Background: an optimization exercise with open tools, aiming at small area and a short achievable clock period. Do not read the settings as production practice.
No run shown here included a check of the RTL's function; only the layout flow was run.

==> run.sh <==
#!/bin/bash
# synth_recipe.tcl (not shown) runs the flow's synth.tcl, then flattens the netlist and writes it again
# the make line also repeats each setting of config.mk as NAME=value (left out here)
make -C /OpenROAD-flow-scripts/flow DESIGN_CONFIG=/design/flow/config.mk WORK_HOME=/design/flow/orfs CLKGATE_MAP_FILE= SYNTH_SCRIPT=/design/flow/synth_recipe.tcl finish
==> config.mk <==
export PLATFORM = sky130hd
export DESIGN_NAME = cordic_stage
export DESIGN_NICKNAME = cordic_stage
export VERILOG_FILES = /design/flow/design.v
export SDC_FILE = /design/flow/constraint.sdc
export NUM_CORES = 4
export LEC_CHECK = 0
export CAP_MARGIN = 20
export CORE_MARGIN = 2
export CORE_UTILIZATION = 40
export SLEW_MARGIN = 20
==> constraint.sdc <==
create_clock -name core_clock -period 3.65 [get_ports {clk}]
set_input_delay 0.7300 -clock core_clock [delete_from_list [all_inputs] [get_ports {clk}]]
set_output_delay 0.7300 -clock core_clock [all_outputs]
set_load 0.01 [all_outputs]
==> design.v <==
`timescale 1ns / 1ps
module cordic_stage (clk, reset, X_i, Y_i, Z_i, X_O, Y_O, Z_O);
  input clk;
  input reset;
  input  signed [15:0] X_i;
  input  signed [15:0] Y_i;
  input  signed [15:0] Z_i;
  output signed [15:0] X_O;
  output signed [15:0] Y_O;
  output signed [15:0] Z_O;
  reg [16*15-1:0] xs;
  reg [16*15-1:0] ys;
  reg [14:0] q;
  reg signed [13:0] z1;
  reg signed [13:0] z2;
  reg signed [12:0] z3;
  reg signed [11:0] z4;
  reg signed [10:0] z5;
  reg signed [9:0]  z6;
  reg signed [8:0]  z7;
  reg signed [7:0]  z8;
  reg signed [6:0]  z9;
  reg signed [5:0]  z10;
  reg signed [4:0]  z11;
  reg signed [3:0]  z12;
  reg signed [2:0]  z13;
  reg signed [1:0]  z14;
  reg               z15;
  reg               z16;
  reg signed [15:0] xo, yo;
  always @(posedge clk) begin
    xs[15:0] <= Z_i[14] ? X_i + Y_i : X_i - Y_i;
    ys[15:0] <= Z_i[14] ? Y_i - X_i : Y_i + X_i;
    q[0]  <= Z_i[15] ^ Z_i[14];
    z1    <= {~Z_i[13], Z_i[12:0]};
  end
  wire [15:1] dn;
  assign dn[1]  = z1[13];
  assign dn[2]  = z2[13];
  assign dn[3]  = z3[12];
  assign dn[4]  = z4[11];
  assign dn[5]  = z5[10];
  assign dn[6]  = z6[9];
  assign dn[7]  = z7[8];
  assign dn[8]  = z8[7];
  assign dn[9]  = z9[6];
  assign dn[10] = z10[5];
  assign dn[11] = z11[4];
  assign dn[12] = z12[3];
  assign dn[13] = z13[2];
  assign dn[14] = z14[1];
  assign dn[15] = z15;
  genvar k;
  generate
    for (k = 1; k < 15; k = k + 1) begin : st
      always @(posedge clk) begin
        xs[16*k +: 16] <= dn[k] ? $signed(xs[16*(k-1) +: 16]) + ($signed(ys[16*(k-1) +: 16]) >>> k)
                                : $signed(xs[16*(k-1) +: 16]) - ($signed(ys[16*(k-1) +: 16]) >>> k);
        ys[16*k +: 16] <= dn[k] ? $signed(ys[16*(k-1) +: 16]) - ($signed(xs[16*(k-1) +: 16]) >>> k)
                                : $signed(ys[16*(k-1) +: 16]) + ($signed(xs[16*(k-1) +: 16]) >>> k);
        q[k]  <= q[k-1];
      end
    end
  endgenerate
  always @(posedge clk) begin
    z2  <= z1[13]  ? z1  + 14'sd4836 : z1  - 14'sd4836;
    z3  <= z2[13]  ? z2  + 14'sd2555 : z2  - 14'sd2555;
    z4  <= z3[12]  ? z3  + 13'sd1297 : z3  - 13'sd1297;
    z5  <= z4[11]  ? z4  + 12'sd651 : z4  - 12'sd651;
    z6  <= z5[10]  ? z5  + 11'sd326 : z5  - 11'sd326;
    z7  <= z6[9]   ? z6  + 10'sd163 : z6  - 10'sd163;
    z8  <= z7[8]   ? z7  + 9'sd81   : z7  - 9'sd81;
    z9  <= z8[7]   ? z8  + 8'sd41    : z8  - 8'sd41;
    z10 <= z9[6]   ? z9  + 7'sd20    : z9  - 7'sd20;
    z11 <= z10[5]  ? z10 + 6'sd10    : z10 - 6'sd10;
    z12 <= z11[4]  ? z11 + 5'sd5    : z11 - 5'sd5;
    z13 <= z12[3]  ? z12 + 4'sd3     : z12 - 4'sd3;
    z14 <= z13[2]  ? z13 + 3'sd1     : z13 - 3'sd1;
    z15 <= z14[1]  ? z14[0] + 1'b1   : z14[0] - 1'b1;
    z16 <= z15;
  end
  wire signed [15:0] x14 = xs[16*14 +: 16];
  wire signed [15:0] y14 = ys[16*14 +: 16];
  wire signed [15:0] x15 = dn[15] ? x14 + (y14 >>> 15) : x14 - (y14 >>> 15);
  wire signed [15:0] y15 = dn[15] ? y14 - (x14 >>> 15) : y14 + (x14 >>> 15);
  always @(posedge clk) begin
    xo <= q[14] ? -x15 : x15;
    yo <= q[14] ? -y15 : y15;
  end
  assign X_O = xo;
  assign Y_O = yo;
  assign Z_O = {16{z16}};
endmodule
==> results of run 1 <==
-- worst max-delay path, stage by stage, from the launching register on --
cell and delay (ns):
sky130_fd_sc_hd__dfxtp_1 0.33, sky130_fd_sc_hd__inv_1 0.06, sky130_fd_sc_hd__ha_1 0.17, sky130_fd_sc_hd__nand2b_1 0.10, sky130_fd_sc_hd__or4_1 0.44, sky130_fd_sc_hd__or2_2 0.33
sky130_fd_sc_hd__o41ai_1 0.31, sky130_fd_sc_hd__xor2_1 0.12, sky130_fd_sc_hd__ha_1 0.24, sky130_fd_sc_hd__or3_1 0.39, sky130_fd_sc_hd__a211oi_2 0.21, sky130_fd_sc_hd__nor2_1 0.10
sky130_fd_sc_hd__a211o_1 0.26, sky130_fd_sc_hd__a21oi_1 0.17, sky130_fd_sc_hd__xnor2_1 0.13
-- sequential cells by signal (all words and copies together), names as in the netlist, 9 cells and up --
name and flops:
z4 12, q 15, z1 14, ys 240
z2 14, z5 11, xo 16, z6 10
z7 9, yo 16, xs 239, z3 13
-- through the flow --
step,std cells,cell area (sq um),hold slack [ns],utilization (%)
2_1_floorplan,4958,43780,0.3096,-
3_3_place_gp,6490,46970,0.3100,43.21
3_5_place_dp,6490,46970,0.3121,43.21
4_1_cts,6632,49690,0.3255,45.71
5_1_grt,6632,49790,0.3275,45.80
6_report,6632,49790,0.3250,45.80
-- synth_stat cells (15+ instances only) --
cell	number	share of area, %
sky130_fd_sc_hd__fa_1	44	2.0
sky130_fd_sc_hd__xor2_1	198	4.0
sky130_fd_sc_hd__nor3b_1	17	0.29
sky130_fd_sc_hd__o21ai_0	212	2.4
sky130_fd_sc_hd__buf_1	17	0.15
sky130_fd_sc_hd__a211oi_1	42	0.72
sky130_fd_sc_hd__a21oi_1	416	4.8
sky130_fd_sc_hd__nand2_1	216	1.9
sky130_fd_sc_hd__dfxtp_1	646	30
sky130_fd_sc_hd__a21o_1	99	1.7
sky130_fd_sc_hd__inv_1	367	3.1
sky130_fd_sc_hd__nor2b_1	68	0.97
sky130_fd_sc_hd__mux2_2	27	0.69
sky130_fd_sc_hd__nand2b_1	47	0.67
sky130_fd_sc_hd__nand3_1	117	1.3
sky130_fd_sc_hd__ha_1	616	18
sky130_fd_sc_hd__buf_4	16	0.27
sky130_fd_sc_hd__a211o_1	35	0.70
sky130_fd_sc_hd__mux2i_1	46	1.1
sky130_fd_sc_hd__or2_2	36	0.51
sky130_fd_sc_hd__and3_1	73	1.0
sky130_fd_sc_hd__o21a_1	49	0.84
sky130_fd_sc_hd__or3_1	55	0.79
sky130_fd_sc_hd__nand4_1	28	0.40
sky130_fd_sc_hd__o41ai_1	17	0.34
sky130_fd_sc_hd__nor4_1	17	0.24
sky130_fd_sc_hd__o31ai_1	15	0.26
sky130_fd_sc_hd__clkbuf_1	58	0.50
sky130_fd_sc_hd__nor3_1	159	1.8
sky130_fd_sc_hd__xnor2_1	536	11
sky130_fd_sc_hd__a31oi_1	54	0.77
sky130_fd_sc_hd__o21bai_1	73	1.3
sky130_fd_sc_hd__nor2_1	366	3.1
sky130_fd_sc_hd__a31o_2	20	0.40
-- layout by cell type, fill, tap and decap left out, types with 37 or more instances in the layout --
cell / synthesis / layout
sky130_fd_sc_hd__nor2b_1: 68 / 68
sky130_fd_sc_hd__a211oi_1: 42 / 37
sky130_fd_sc_hd__dfxtp_1: 646 / 644
sky130_fd_sc_hd__a31oi_1: 54 / 54
sky130_fd_sc_hd__nand3_1: 117 / 117
sky130_fd_sc_hd__o21ai_0: 212 / 210
sky130_fd_sc_hd__nand2_1: 216 / 215
sky130_fd_sc_hd__fa_1: 44 / 44
sky130_fd_sc_hd__a21o_1: 99 / 99
sky130_fd_sc_hd__nand2b_1: 47 / 47
sky130_fd_sc_hd__ha_1: 616 / 616
sky130_fd_sc_hd__and3_1: 73 / 73
sky130_fd_sc_hd__xor2_1: 198 / 198
sky130_fd_sc_hd__nor2_1: 366 / 366
sky130_fd_sc_hd__inv_1: 367 / 367
sky130_fd_sc_hd__clkdlybuf4s50_1: 0 / 96
sky130_fd_sc_hd__o21a_1: 49 / 49
sky130_fd_sc_hd__mux2i_1: 46 / 45
sky130_fd_sc_hd__o21bai_1: 73 / 73
sky130_fd_sc_hd__buf_4: 16 / 110
sky130_fd_sc_hd__a21oi_1: 416 / 414
sky130_fd_sc_hd__or3_1: 55 / 55
sky130_fd_sc_hd__nor3_1: 159 / 159
sky130_fd_sc_hd__xnor2_1: 536 / 536
sky130_fd_sc_hd__clkbuf_16: 0 / 78
-- how the worst min path moves through the flow --
stage                     slack (ns)          start              to  cells past startpoint
final                           0.32  z9[1]$_DFF_P_  z10[1]$_DFF_P_                      0
after global routing            0.33  z1[0]$_DFF_P_   z2[0]$_DFF_P_                      0
after CTS                       0.33  z1[0]$_DFF_P_   z2[0]$_DFF_P_                      0
after detailed placement        0.31  z1[0]$_DFF_P_   z2[0]$_DFF_P_                      0
after global placement          0.31  q[12]$_DFF_P_   q[13]$_DFF_P_                      0
after floorplan                 0.31   q[9]$_DFF_P_   q[10]$_DFF_P_                      0
-- layout make-up --
| cell class | instances | area, sq um |
|---|---|---|
| inverter | 370 | 1389 |
| multi-input combinational | 3851 | 29140 |
| tap | 1414 | 1769 |
| clock inverter | 35 | 513.0 |
| sequential | 646 | 12930 |
| timing repair buffer | 209 | 1829 |
| clock buffer | 107 | 2211 |
| fill | 10460 | 58910 |
-- kinds of logic (layout without fill, tap and decap cells) --
family	Yosys count	in the layout	share of synthesized area (%)
simple gates	1263	1263	14.29
mux	73	73	1.746
xor+xnor	735	735	14.74
fa+ha+maj	660	660	19.62
flops	646	646	29.54
compound gates	1120	1120	15.98
buf+inv	461	721	4.090
-- routing by layer --
layer | up-vias | share of wire (%) | global-route usage (%)
li1 | 17740 | - | -
met1 | 15620 | 49 | 22.88
met2 | 520 | 45 | 27.28
met3 | 130 | 3.7 | 2.128
met4 | 0 | 2.5 | 4.751
met5 | - | 0 | 0
==> metrics.cfg, run 1 <==
[sta]
setup-violations-final = 0
final_period_minus_worst_setup_slack_ns = 3.411
final_hold_vios = 0
grt_setup_unrepaired = no
relSlewSlack_pct = 53.22
clock.fmax_mhz = 293.2
drv_slew = 0
finalWorstSetupSlack_ns = 0.2389
timing_worst_slew_pin_value_ns = 0.6822
fin_worst_skew_ns = 0.03502
final.setup.tns_ns = 0
layout_worst_path_cycle_share_pct = 93.45

[setup_path]
origin_of_the_worst_setup_path = xs[36]$_DFF_P_
critical_path.reg2reg.endpoint = ys[63]$_DFF_P_
timing.critical_path.to_type = register
critical_r2r_launch = xs[36]$_DFF_P_
crit_path_start_kind = register
ff_to_ff_path_depth = 14
worst-endpoint-required_ns = 4.23
critPathArrivalTime_ns = 3.99
worst-r2r-setup-slack_ns = 0.24
endpoint = ys[63]$_DFF_P_
worst-setup-path-type = reg -> reg
largest_fanout_on_the_critical_path = 5

[synthesis]
syn_nets = 5668
mappedNetlistArea_sq_um = 43780
async_s_r_ff_share_synth_pct = 0
ys_ff_latch = 646
synth_ff_type = sky130_fd_sc_hd__dfxtp_1
synth-edff-count = 0
cell_count_after_synthesis = 4958
synthesized_area_per_cell_sq_um = 8.829
synth_cell_types = 79
yosysSeqAreaShare_pct = 29.54
yosys_warnings = 1

[clock_network]
hold_buffers = 0
cts.repair.resized = 0
clock_tree.htree_level_count = 3
buffer_type_at_the_clock_tree_root = sky130_fd_sc_hd__clkbuf_16
clock_path_buffers = 3
cts_made_buffers = 76
source_to_sink_clock_delay_at_the_later_pin_of_the_worst_skew_pair_ns = 0.65
clk_pin_slew_ns = 0.06
postCtsSetupRepairBufs = 0
cts_sinks = 646
cts_tree = built

[routing]
vias_per_cell = 5.128
wire_per_inst_microns = 14.25
drt-initial-drc-count = 1954
routed-via-count = 34010
routed_wl_mm = 94.54
pre_antenna_drt_iters = 5
post-route-drc-count = 0
postRouteAntennaNets = 0

[die]
floorplan.rows = 121
die_w_microns = 334.8
floorplan.die_area_sq_um = 112100
initial_utilization_pct = 40.27
area_inside_the_core_boundary_sq_um = 108700
floorplan.die.height_microns = 334.8
ios = 98

[global_route]
antenna_violations_before_repair = 0
grt_start_max_net_pins = 44
grt_pass1_wl_mm = 156.8
number_of_global_route_vias_before_repair = 32270
global_route.usage.total_pct = 16.66
overflow = 0

[placement]
dp_wirelength_mm = 76.34
gpl.final_weighted_congestion = 0.8402
dp_slack_ns = -0.2919
port_buffers = 96

[finish]
ant_diodes = 0
drive_above_1_share_pct = 6.842
area_growth_syn_to_layout_pct = 13.73
nNetsFinal = 5864

[worst_hold_path]
holdCritPathClass = reg -> reg

[job]
drv_cap = 0

[outcome]
status = no timing/DRC/antenna violations

==> run 2: changes to the inputs <==
--- a/config.mk
+++ b/config.mk
@@ -8,4 +8,5 @@
 export CAP_MARGIN = 20
 export CORE_MARGIN = 2
 export CORE_UTILIZATION = 40
+export SETUP_SLACK_MARGIN = 1.2
 export SLEW_MARGIN = 20
==> metrics.cfg, run 2 <==
[outcome]
status = no timing/DRC/antenna violations

[die]
floorplan.die.height_microns = 334.8
die_w_microns = 334.8
floorplan.die_area_sq_um = 112100
area_inside_the_core_boundary_sq_um = 108700
floorplan.rows = 121
ios = 98
initial_utilization_pct = 40.27

[routing]
routed_wl_mm = 111.8
routed-via-count = 37170
vias_per_cell = 5.166
post-route-drc-count = 0
drt-initial-drc-count = 1685
postRouteAntennaNets = 0
wire_per_inst_microns = 15.54
pre_antenna_drt_iters = 5

[finish]
multi_input_combinational_cell_area_sq_um = 35420
area_growth_syn_to_layout_pct = 39.71
drive_above_1_share_pct = 35.51
fillerInstances = 9256
final_common_cell = sky130_fd_sc_hd__buf_4
finished_core_util_pct = 56.27
largest_register_ff_count = 240
largestRegisters = ys: 240 flops, xs: 239 flops
largest_register = ys
nNetsFinal = 6432
most-common-layout-cells = sky130_fd_sc_hd__buf_4 (558), sky130_fd_sc_hd__dfxtp_1 (519), sky130_fd_sc_hd__xnor2_1 (489), sky130_fd_sc_hd__ha_1 (476), sky130_fd_sc_hd__nor2_1 (290)
ant_diodes = 0
seqCellArea_sq_um = 13290

[global_route]
grt_pass1_wl_mm = 176.7
grt_start_max_net_pins = 44
number_of_global_route_vias_before_repair = 35980
overflow = 0
antenna_violations_before_repair = 0
global_route.usage.total_pct = 18.81

[synthesis]
cell_count_after_synthesis = 4958
mappedNetlistArea_sq_um = 43780
most_repeated_cell_in_the_gate_level_netlist_after_synthesis = sky130_fd_sc_hd__dfxtp_1
synthesized_area_per_cell_sq_um = 8.829
synthDominantCellAreaShare_pct = 29.54
synth_top_cells_by_area = sky130_fd_sc_hd__dfxtp_1 (30%), sky130_fd_sc_hd__ha_1 (18%), sky130_fd_sc_hd__xnor2_1 (11%)
yosys_warnings = 1
yosysSeqAreaShare_pct = 29.54
synth_cell_types = 79
ys_ff_latch = 646
synth-edff-count = 0
synth.cells.most_frequent = sky130_fd_sc_hd__dfxtp_1 (646), sky130_fd_sc_hd__ha_1 (616), sky130_fd_sc_hd__xnor2_1 (536)
synthDominantAreaCellType = sky130_fd_sc_hd__dfxtp_1
async_s_r_ff_share_synth_pct = 0
synth_ff_type = sky130_fd_sc_hd__dfxtp_1
syn_nets = 5668

[sta]
final.setup.tns_ns = 0
relSlewSlack_pct = 48.96
fin_worst_skew_ns = 0.03188
final_hold_vios = 0
finalWorstSetupSlack_ns = 0.5076
setup-violations-final = 0
timing_worst_slew_pin_value_ns = 0.7656
drv_slew = 0
layout_worst_path_cycle_share_pct = 86.09
grt_setup_unrepaired = yes
final_period_minus_worst_setup_slack_ns = 3.142
clock.fmax_mhz = 318.2
fin_worst_hold_slack_ns = 0.3188

[setup_path]
timing.critical_path.to_type = register
worst-r2r-setup-slack_ns = 0.51
worst-endpoint-required_ns = 4.21
crit_path_start_kind = register
largest_fanout_on_the_critical_path = 4
critPathArrivalTime_ns = 3.71
worst-setup-path-type = reg -> reg

[clock_network]
cts_made_buffers = 79
buffer_type_at_the_clock_tree_root = sky130_fd_sc_hd__clkbuf_16
clock_tree.htree_level_count = 3
cts_sinks = 646
cts_tree = built
source_to_sink_clock_delay_at_the_later_pin_of_the_worst_skew_pair_ns = 0.65
clock_path_buffers = 3
clk_pin_slew_ns = 0.06
hold_buffers = 0

[placement]
dp_slack_ns = 0.1065
gpl.final_weighted_congestion = 0.8592
dp_wirelength_mm = 77.32
port_buffers = 96

[worst_hold_path]
holdCritPathClass = reg -> reg

[job]
drv_cap = 0

## run 2: cell counts after synthesis
No cell type changed its count.
## run 2: stage by stage
step / instance area [sq um] / cells
2_1_floorplan: 46130 / 4958
3_3_place_gp: 48500 / 6427
3_5_place_dp: 48500 / 6427
4_1_cts: 57000 / 6995
5_1_grt: 61160 / 7195
6_report: 61160 / 7195
## run 2: kinds of logic (layout without fill, tap and decap cells)
logic type,Yosys count,after routing,share of synthesized area [%]
buffers and inverters,461,1283,4.090
AOI/OAI and AO/OA,1120,1120,15.98
muxes,73,74,1.746
and+or+nand+nor,1263,1263,14.29
DFF,646,646,29.54
xor gates and xnor gates,735,735,14.74
adders and majority gates,660,660,19.62
## run 2: layout make-up
class                      count  area share (%)
multi-input combinational   3852           57.91
sequential                   646           21.74
timing repair buffer         773           10.80
clock buffer                 117           3.811
tap                         1414           2.893
inverter                     370           2.449
clock inverter                23          0.4071
## run 2: worst paths after layout
kind / from / to / cells past startpoint
worst max-delay path: xs[35]$_DFF_P_ / ys[63]$_DFF_P_ / 15
worst max register to register: xs[35]$_DFF_P_ / ys[63]$_DFF_P_ / 15
worst min register to register: q[0]$_DFF_P_ / q[1]$_DFF_P_ / 0
worst min-delay path: q[0]$_DFF_P_ / q[1]$_DFF_P_ / 0
## run 2: metal layers
metal / track usage [%] / routed length, microns
met1: 24.57 / 51670
met2: 32.34 / 54240
met3: 2.174 / 2967
met4: 5.782 / 2917
met5: 0 / 0
## run 2: critical path, stage by stage (launching register included)
cell,delay [ns]
sky130_fd_sc_hd__dfxtp_4,0.35
sky130_fd_sc_hd__inv_4,0.06
sky130_fd_sc_hd__ha_4,0.14
sky130_fd_sc_hd__nand2b_4,0.06
sky130_fd_sc_hd__or4_4,0.42
sky130_fd_sc_hd__or2_4,0.27
sky130_fd_sc_hd__o41ai_4,0.21
sky130_fd_sc_hd__xor2_1,0.11
sky130_fd_sc_hd__ha_2,0.20
sky130_fd_sc_hd__buf_4,0.15
sky130_fd_sc_hd__or3_1,0.38
sky130_fd_sc_hd__o21ai_2,0.09
sky130_fd_sc_hd__nor2_2,0.07
sky130_fd_sc_hd__a211o_1,0.27
sky130_fd_sc_hd__a21oi_2,0.15
sky130_fd_sc_hd__xnor2_1,0.14
## run 2: what timing repair did
action	in CTS	in global routing
cloned	2	0
buffers inserted	426	200
pin swaps	534	514
resized for setup	663	568
setup endpoints to repair	302	286
==> run 3: changes to the inputs <==
--- a/config.mk
+++ b/config.mk
@@ -5,6 +5,7 @@
 export SDC_FILE = /design/flow/constraint.sdc
 export NUM_CORES = 4
 export LEC_CHECK = 0
+export ABC_CLOCK_PERIOD_IN_PS = 2000
 export CAP_MARGIN = 20
 export CORE_MARGIN = 2
 export CORE_UTILIZATION = 40
==> metrics.cfg, run 3 <==
[finish]
largest_register_ff_count = 240
largest_register = ys
final_common_cell = sky130_fd_sc_hd__buf_4
area_growth_syn_to_layout_pct = 39.71
fillerInstances = 9256
drive_above_1_share_pct = 35.51
ant_diodes = 0
most-common-layout-cells = sky130_fd_sc_hd__buf_4 (558), sky130_fd_sc_hd__dfxtp_1 (519), sky130_fd_sc_hd__xnor2_1 (489), sky130_fd_sc_hd__ha_1 (476), sky130_fd_sc_hd__nor2_1 (290)
largestRegisters = ys: 240 flops, xs: 239 flops
nNetsFinal = 6432

[synthesis]
synth.cells.most_frequent = sky130_fd_sc_hd__dfxtp_1 (646), sky130_fd_sc_hd__ha_1 (616), sky130_fd_sc_hd__xnor2_1 (536)
synthDominantAreaCellType = sky130_fd_sc_hd__dfxtp_1
yosysSeqAreaShare_pct = 29.54
synth_cell_types = 79
ys_ff_latch = 646
synthesized_area_per_cell_sq_um = 8.829
synth_top_cells_by_area = sky130_fd_sc_hd__dfxtp_1 (30%), sky130_fd_sc_hd__ha_1 (18%), sky130_fd_sc_hd__xnor2_1 (11%)
synth_ff_type = sky130_fd_sc_hd__dfxtp_1
mappedNetlistArea_sq_um = 43780
synth-edff-count = 0
yosys_warnings = 1
async_s_r_ff_share_synth_pct = 0
synthDominantCellAreaShare_pct = 29.54
syn_nets = 5668
cell_count_after_synthesis = 4958
most_repeated_cell_in_the_gate_level_netlist_after_synthesis = sky130_fd_sc_hd__dfxtp_1

[setup_path]
critPathArrivalTime_ns = 3.71
largest_fanout_on_the_critical_path = 4
critical_path.n_buffers_inverters = 2
critical_r2r_launch = xs[35]$_DFF_P_
crit_path_start_kind = register
path_depth = 15
timing.critical_path.max_delay_family = simple AND/OR/NAND/NOR gates
ff_to_ff_path_depth = 15
worst-r2r-setup-slack_ns = 0.51
slowest_delay_ns = 0.42
worst-setup-path-type = reg -> reg
worst-endpoint-required_ns = 4.21
crit_path_cell_trace = inv_4, ha_4, nand2b_4, or4_4, or2_4, o41ai_4, xor2_1, ha_2, buf_4, or3_1, o21ai_2, nor2_2, a211o_1, a21oi_2, xnor2_1
critical_path.reg2reg.endpoint = ys[63]$_DFF_P_
slowest_stage = sky130_fd_sc_hd__or4_4
timing.critical_path.to_type = register

[sta]
final.setup.tns_ns = 0
final_hold_vios = 0
timing_worst_slew_pin_value_ns = 0.7656
clock.fmax_mhz = 318.2
drv_slew = 0
setup-violations-final = 0
layout_worst_path_cycle_share_pct = 86.09
relSlewSlack_pct = 48.96
final_period_minus_worst_setup_slack_ns = 3.142
grt_setup_unrepaired = yes
finalWorstSetupSlack_ns = 0.5076
fin_worst_skew_ns = 0.03188

[placement]
gpl.final_weighted_congestion = 0.8592
port_buffers = 96
dp_slack_ns = 0.1065
dp_wirelength_mm = 77.32

[die]
initial_utilization_pct = 40.27
floorplan.die.height_microns = 334.8
area_inside_the_core_boundary_sq_um = 108700
ios = 98
floorplan.rows = 121
floorplan.die_area_sq_um = 112100
die_w_microns = 334.8

[clock_network]
cts_made_buffers = 79
clock_tree.htree_level_count = 3
cts_sinks = 646
buffer_type_at_the_clock_tree_root = sky130_fd_sc_hd__clkbuf_16
clk_pin_slew_ns = 0.06
hold_buffers = 0
source_to_sink_clock_delay_at_the_later_pin_of_the_worst_skew_pair_ns = 0.65
cts_tree = built
clock_path_buffers = 3

[routing]
vias_per_cell = 5.166
postRouteAntennaNets = 0
routed-via-count = 37170
routed_wl_mm = 111.8
wire_per_inst_microns = 15.54
drt-initial-drc-count = 1685
post-route-drc-count = 0
pre_antenna_drt_iters = 5

[global_route]
antenna_violations_before_repair = 0
overflow = 0
grt_pass1_wl_mm = 176.7
number_of_global_route_vias_before_repair = 35980
global_route.usage.total_pct = 18.81
grt_start_max_net_pins = 44

[worst_hold_path]
timing.hold.worst_endpoint = q[1]$_DFF_P_
holdCritStartpoint = q[0]$_DFF_P_
holdCritPathClass = reg -> reg
worstHoldPathCells = 0

[job]
drv_cap = 0

[outcome]
status = no timing/DRC/antenna violations

[run 3: cell counts after synthesis]
No cell type changed its count.
[run 3: cells by family after synthesis]
family	Yosys count	share of synthesized area (%)
DFF	646	29.54
muxes	73	1.746
and+or+nand+nor	1263	14.29
AOI/OAI and AO/OA	1120	15.98
xor gates and xnor gates	735	14.74
adders and majority gates	660	19.62
buffers and inverters	461	4.090
[run 3: worst register-to-register path, stage by stage (launching register included)]
cell	delay (ns)
sky130_fd_sc_hd__dfxtp_4	0.35
sky130_fd_sc_hd__inv_4	0.06
sky130_fd_sc_hd__ha_4	0.14
sky130_fd_sc_hd__nand2b_4	0.06
sky130_fd_sc_hd__or4_4	0.43
sky130_fd_sc_hd__or2_4	0.27
sky130_fd_sc_hd__o41ai_4	0.21
sky130_fd_sc_hd__xor2_1	0.11
sky130_fd_sc_hd__ha_2	0.20
sky130_fd_sc_hd__buf_4	0.15
sky130_fd_sc_hd__or3_1	0.38
sky130_fd_sc_hd__o21ai_2	0.09
sky130_fd_sc_hd__nor2_2	0.07
sky130_fd_sc_hd__a211o_1	0.27
sky130_fd_sc_hd__a21oi_2	0.15
sky130_fd_sc_hd__xnor2_1	0.14
[run 3: final cells by class]
cell class	count	area (sq um)	share of cell area (%)
clock buffer	117	2331	3.811
clock inverter	23	249.0	0.4071
inverter	370	1498	2.449
multi-input combinational	3852	35420	57.91
sequential	646	13290	21.74
tap	1414	1769	2.893
timing repair buffer	773	6603	10.80
[run 3: per-stage QoR]
step | util (%) | area [sq um] | hold WS [ns] | cells
global placement | 44.61 | 48500 | 0.3103 | 6427
detailed placement | 44.61 | 48500 | 0.3121 | 6427
finish | 56.27 | 61160 | 0.3188 | 7195
global route | 56.27 | 61160 | 0.3278 | 7195
floorplan | - | 46130 | 0.3096 | 4958
CTS | 52.44 | 57000 | 0.3208 | 6995
[run 3: repair_timing]
item	in CTS	in global routing
pin swaps	534	514
cloned	2	0
resized for setup	663	568
endpoints found under the setup margin	302	286
buffers inserted	426	200
hold endpoints to repair	0	0
[run 3: how the worst max path moves through the flow]
stage	startpoint	to	slack, ns
3_3_place_gp	X_i[2]	ys[15]$_DFF_P_	0.08
2_1_floorplan	z15$_DFF_P_	xo[15]$_DFF_P_	0.68
3_5_place_dp	X_i[1]	xs[15]$_DFF_P_	0.11
6_report	xs[35]$_DFF_P_	ys[63]$_DFF_P_	0.51
4_1_cts	xs[35]$_DFF_P_	ys[63]$_DFF_P_	0.39
5_1_grt	xs[35]$_DFF_P_	ys[63]$_DFF_P_	0.36
[run 3: per-layer routing]
metal	vias up	track usage, %	wire, microns
met4	0	5.782	2917
met1	17620	24.57	51670
met2	492	32.34	54240
li1	18900	-	-
met3	156	2.174	2967
met5	-	0	0
==> run 4: changes to the inputs <==
==> design.v (replaced) <==
`timescale 1ns / 1ps
module cordic_stage (clk, reset, X_i, Y_i, Z_i, X_O, Y_O, Z_O);
  input clk;
  input reset;
  input  signed [15:0] X_i;
  input  signed [15:0] Y_i;
  input  signed [15:0] Z_i;
  output signed [15:0] X_O;
  output signed [15:0] Y_O;
  output signed [15:0] Z_O;
  function [15:0] addsub;
    input [15:0] a;
    input [15:0] b;
    input        sub;
    reg   [16:0] s;
    begin
      s = {a, 1'b1} + {b ^ {16{sub}}, sub};
      addsub = s[16:1];
    end
  endfunction
  reg [16*15-1:0] xs;
  reg [16*15-1:0] ys;
  reg [14:0] q;
  reg        [14:0] z0;      
  reg signed [13:0] z1;
  reg signed [13:0] z2;
  reg signed [12:0] z3;
  reg signed [11:0] z4;
  reg signed [10:0] z5;
  reg signed [9:0]  z6;
  reg signed [8:0]  z7;
  reg signed [7:0]  z8;
  reg signed [6:0]  z9;
  reg signed [5:0]  z10;
  reg signed [4:0]  z11;
  reg signed [3:0]  z12;
  reg signed [2:0]  z13;
  reg signed [1:0]  z14;
  reg               zo;
  reg [15:0] xo, yo;
  always @(posedge clk) begin
    xs[15:0] <= X_i;
    ys[15:0] <= Y_i;
    q[0]     <= Z_i[15] ^ Z_i[14];
    z0       <= Z_i[14:0];
  end
  wire [13:0] dn;
  assign dn[0]  = z0[14];
  assign dn[1]  = z1[13];
  assign dn[2]  = z2[13];
  assign dn[3]  = z3[12];
  assign dn[4]  = z4[11];
  assign dn[5]  = z5[10];
  assign dn[6]  = z6[9];
  assign dn[7]  = z7[8];
  assign dn[8]  = z8[7];
  assign dn[9]  = z9[6];
  assign dn[10] = z10[5];
  assign dn[11] = z11[4];
  assign dn[12] = z12[3];
  assign dn[13] = z13[2];
  genvar j;
  generate
    for (j = 0; j < 14; j = j + 1) begin : it
      wire signed [15:0] x = xs[16*j +: 16];
      wire signed [15:0] y = ys[16*j +: 16];
      always @(posedge clk) begin
        xs[16*(j+1) +: 16] <= addsub(x, y >>> j, ~dn[j]);
        ys[16*(j+1) +: 16] <= addsub(y, x >>> j, dn[j]);
        q[j+1]             <= q[j];
      end
    end
  endgenerate
  always @(posedge clk) begin
    z1  <= {~z0[13], z0[12:0]};
    z2  <= z1[13]  ? z1  + 14'sd4836 : z1  - 14'sd4836;
    z3  <= z2[13]  ? z2  + 14'sd2555 : z2  - 14'sd2555;
    z4  <= z3[12]  ? z3  + 13'sd1297 : z3  - 13'sd1297;
    z5  <= z4[11]  ? z4  + 12'sd651  : z4  - 12'sd651;
    z6  <= z5[10]  ? z5  + 11'sd326  : z5  - 11'sd326;
    z7  <= z6[9]   ? z6  + 10'sd163  : z6  - 10'sd163;
    z8  <= z7[8]   ? z7  + 9'sd81    : z7  - 9'sd81;
    z9  <= z8[7]   ? z8  + 8'sd41    : z8  - 8'sd41;
    z10 <= z9[6]   ? z9  + 7'sd20    : z9  - 7'sd20;
    z11 <= z10[5]  ? z10 + 6'sd10    : z10 - 6'sd10;
    z12 <= z11[4]  ? z11 + 5'sd5     : z11 - 5'sd5;
    z13 <= z12[3]  ? z12 + 4'sd3     : z12 - 4'sd3;
    z14 <= z13[2]  ? z13 + 3'sd1     : z13 - 3'sd1;
    zo  <= ~z14[0];      
  end
  wire signed [15:0] x14 = xs[16*14 +: 16];
  wire signed [15:0] y14 = ys[16*14 +: 16];
  wire               d14 = z14[1];
  wire               d15 = ~z14[0];
  wire signed [15:0] x15 = addsub(x14, y14 >>> 14, ~d14);
  wire signed [15:0] y15 = addsub(y14, x14 >>> 14, d14);
  wire signed [15:0] x16 = addsub(x15, y15 >>> 15, ~d15);
  wire signed [15:0] y16 = addsub(y15, x15 >>> 15, d15);
  always @(posedge clk) begin
    xo <= q[14] ? -x16 : x16;
    yo <= q[14] ? -y16 : y16;
  end
  assign X_O = xo;
  assign Y_O = yo;
  assign Z_O = {16{zo}};
endmodule
--- a/config.mk
+++ b/config.mk
@@ -5,9 +5,7 @@
 export SDC_FILE = /design/flow/constraint.sdc
 export NUM_CORES = 4
 export LEC_CHECK = 0
-export ABC_CLOCK_PERIOD_IN_PS = 2000
 export CAP_MARGIN = 20
 export CORE_MARGIN = 2
 export CORE_UTILIZATION = 40
-export SETUP_SLACK_MARGIN = 1.2
 export SLEW_MARGIN = 20
==> metrics.cfg, run 4 <==
[placement]
gpl.final_weighted_congestion = 0.8198
port_buffers = 96
dpl_cell_area_sq_um = 45520
dp_wirelength_mm = 65.24
dp_slack_ns = -1.318

[setup_path]
worst-endpoint-required_ns = 4.15
ff_to_ff_path_depth = 23
worst-setup-path-type = reg -> reg
largest_fanout_on_the_critical_path = 7
critPathArrivalTime_ns = 5.33
timing.critical_path.to_type = register
crit_path_start_kind = register

[finish]
largestRegisters = xs: 240 flops, ys: 240 flops
nNetsFinal = 5474
drive_above_1_share_pct = 15.07
seqCellArea_sq_um = 13260
final_area_sq_um = 49640
area_growth_syn_to_layout_pct = 22.79
most-common-layout-cells = sky130_fd_sc_hd__dfxtp_1 (646), sky130_fd_sc_hd__ha_1 (519), sky130_fd_sc_hd__xnor2_1 (494), sky130_fd_sc_hd__buf_4 (341), sky130_fd_sc_hd__inv_1 (336)
fillerInstances = 9331
ant_diodes = 0
finished_core_util_pct = 49.57
final_common_cell = sky130_fd_sc_hd__dfxtp_1
multi_input_combinational_cell_area_sq_um = 26750

[synthesis]
synthesized_area_per_cell_sq_um = 9.211
syn_nets = 4994
synth_ff_type = sky130_fd_sc_hd__dfxtp_1
mappedNetlistArea_sq_um = 40430
synthDominantAreaCellType = sky130_fd_sc_hd__dfxtp_1
yosysSeqAreaShare_pct = 32.73
cell_count_after_synthesis = 4389
synth_cell_types = 100
synth.cells.most_frequent = sky130_fd_sc_hd__dfxtp_1 (661), sky130_fd_sc_hd__ha_1 (543), sky130_fd_sc_hd__xnor2_1 (510)
most_repeated_cell_in_the_gate_level_netlist_after_synthesis = sky130_fd_sc_hd__dfxtp_1
synth-edff-count = 0
synth_top_cells_by_area = sky130_fd_sc_hd__dfxtp_1 (33%), sky130_fd_sc_hd__ha_1 (17%), sky130_fd_sc_hd__xnor2_1 (11%)
async_s_r_ff_share_synth_pct = 0
synthDominantCellAreaShare_pct = 32.73
yosys_warnings = 1
ys_ff_latch = 661

[sta]
final_period_minus_worst_setup_slack_ns = 4.829
clock.fmax_mhz = 207.1
final_hold_vios = 0
final.setup.tns_ns = -18.82
timing_worst_slew_pin_value_ns = 0.6909
finalWorstSetupSlack_ns = -1.179
layout_worst_path_cycle_share_pct = 132.3
relSlewSlack_pct = 53.94
grt_setup_unrepaired = yes
drv_slew = 0
fin_worst_skew_ns = 0.02643
setup-violations-final = 28

[clock_network]
source_to_sink_clock_delay_at_the_later_pin_of_the_worst_skew_pair_ns = 0.62
clk_pin_slew_ns = 0.05
buffer_type_at_the_clock_tree_root = sky130_fd_sc_hd__clkbuf_16
cts_tree = built
cts_made_buffers = 75
hold_buffers = 0
cts_sinks = 661
clock_path_buffers = 3
clock_tree.htree_level_count = 3

[die]
floorplan.die.height_microns = 321.9
floorplan.die_area_sq_um = 103600
ios = 98
initial_utilization_pct = 40.37
die_w_microns = 321.9
area_inside_the_core_boundary_sq_um = 100100
floorplan.rows = 116

[global_route]
global_route.usage.total_pct = 16.22
overflow = 0
antenna_violations_before_repair = 0
grt_pass1_wl_mm = 141.9
grt_start_max_net_pins = 29
number_of_global_route_vias_before_repair = 31040

[routing]
post-route-drc-count = 0
routed_wl_mm = 83.16
routed-via-count = 30570
wire_per_inst_microns = 13.37
pre_antenna_drt_iters = 5
postRouteAntennaNets = 0
vias_per_cell = 4.913
drt-initial-drc-count = 995

[worst_hold_path]
holdCritPathClass = reg -> reg
worstHoldPathCells = 0

[outcome]
status = complete, but fails checks
violatedChecks = negative setup slack

[job]
drv_cap = 0

run 4: changes by cell type in the layout (fill, tap and decap cells not counted), sizes merged, moves of 60 or more:
cell and delta:
o21bai +81, nor3 -125, ha -73, a21o +60, nor2 -135, buf -297
xor2 +84
run 4: kinds of logic after synthesis:
| family | count (synthesis) | synth area share (%) |
|---|---|---|
| AO/OA/AOI/OAI | 1164 | 18.70 |
| XOR/XNOR | 797 | 17.39 |
| adder cells (fa/ha/maj) | 559 | 17.50 |
| buffers and inverters | 416 | 4.036 |
| flip-flops | 661 | 32.73 |
| multiplexers | 21 | 0.5416 |
| AND/OR/NAND/NOR | 771 | 9.102 |
run 4: metrics by stage:
step	std cells	hold slack, ns
finish	6222	0.3210
CTS	6222	0.3223
global route	6222	0.3196
floorplan	4389	0.3096
detailed placement	6039	0.3121
global placement	6039	0.3104
run 4: layout make-up:
class	instances	share of cell area [%]
multi-input cells	3313	53.90
flip-flops and latches	661	26.71
repair buffers	478	8.162
clock buffers	102	4.376
well taps	1298	3.272
inverters	340	2.576
clock inverters	30	1.008
run 4: final timing paths:
path | to | start | slack, ns
worst max-delay path | yo[15]$_DFF_P_ | ys[239]$_DFF_P_ | -1.18
worst min-delay path | q[1]$_DFF_P_ | q[0]$_DFF_P_ | 0.32
worst max register to register | yo[15]$_DFF_P_ | ys[239]$_DFF_P_ | -1.18
worst min register to register | q[1]$_DFF_P_ | q[0]$_DFF_P_ | 0.32
run 4: worst max-delay path, cell delays in order (launching register included):
cell and delay [ns]:
sky130_fd_sc_hd__dfxtp_4 0.38, sky130_fd_sc_hd__xnor2_4 0.19, sky130_fd_sc_hd__buf_12 0.17, sky130_fd_sc_hd__ha_4 0.22, sky130_fd_sc_hd__a211oi_2 0.27, sky130_fd_sc_hd__o21bai_2 0.10
sky130_fd_sc_hd__buf_4 0.14, sky130_fd_sc_hd__a221oi_4 0.26, sky130_fd_sc_hd__a21oi_4 0.11, sky130_fd_sc_hd__nor2_4 0.14, sky130_fd_sc_hd__inv_4 0.06, sky130_fd_sc_hd__ha_4 0.23
sky130_fd_sc_hd__and2_4 0.15, sky130_fd_sc_hd__nand2_4 0.07, sky130_fd_sc_hd__nor3_4 0.04, sky130_fd_sc_hd__nor3_2 0.23, sky130_fd_sc_hd__o21ai_4 0.15, sky130_fd_sc_hd__xnor2_2 0.24
sky130_fd_sc_hd__and3_4 0.22, sky130_fd_sc_hd__o211ai_1 0.12, sky130_fd_sc_hd__or3_4 0.37, sky130_fd_sc_hd__or4b_4 0.57, sky130_fd_sc_hd__o31ai_4 0.19, sky130_fd_sc_hd__xnor2_1 0.09
run 4: repair_timing:
| item | 4_1_cts | 5_1_grt |
|---|---|---|
| pin swaps | 82 | 48 |
| gates resized for setup | 136 | 158 |
| hold endpoints to repair | 0 | 0 |
| setup buffers | 58 | 12 |
| cloned | 2 | 0 |
| endpoints found under the setup margin | 30 | 120 |
run 4: layer usage:
layer | track usage (%) | wire, microns | vias up | part of all wire, %
met3 | 2.383 | 2045 | 124 | 2.5
met1 | 18.78 | 36720 | 13970 | 44
met5 | 0 | 0 | - | 0
met2 | 30.75 | 42410 | 304 | 51
met4 | 4.382 | 1987 | 0 | 2.4
li1 | - | - | 16170 | -

## afterwards: timing with drivers on the ports
In the flow no input, the clock included, has a driving cell. The finished layouts below were timed again as built, in two steps. Step 1 sets driving cells, clkbuf_16 on the clock port and buf_2 on the other inputs (assumed; they add their load-dependent delay and slew). Step 2 times the ports against the registers' clock, not the clock port: input delays grow and output delays shrink by t, the midpoint of the rising clock arrivals with the driver on. a / b / c = no drivers / after step 1 / after step 2; a / b = the first two.
| run | shift t [ns] | setup slack, ns | worst register clock-pin slew, ns |
|---|---|---|---|
| run 1 | 0.697 | 0.239 / 0.239 / -0.354 | 0.07 / 0.07 |
| run 2 | 0.704 | 0.508 / 0.508 / 0.508 | 0.06 / 0.06 |
| run 3 | 0.704 | 0.508 / 0.508 / 0.508 | 0.06 / 0.06 |
| run 4 | 0.677 | -1.179 / -1.179 / -1.179 | 0.07 / 0.07 |
With both steps, setup timing fails in run 1, where it was met with ideal ports. For run 1, which loses most, drivers alone change the setup slack by 0.000 ns; drivers and shift together by -0.593 ns.
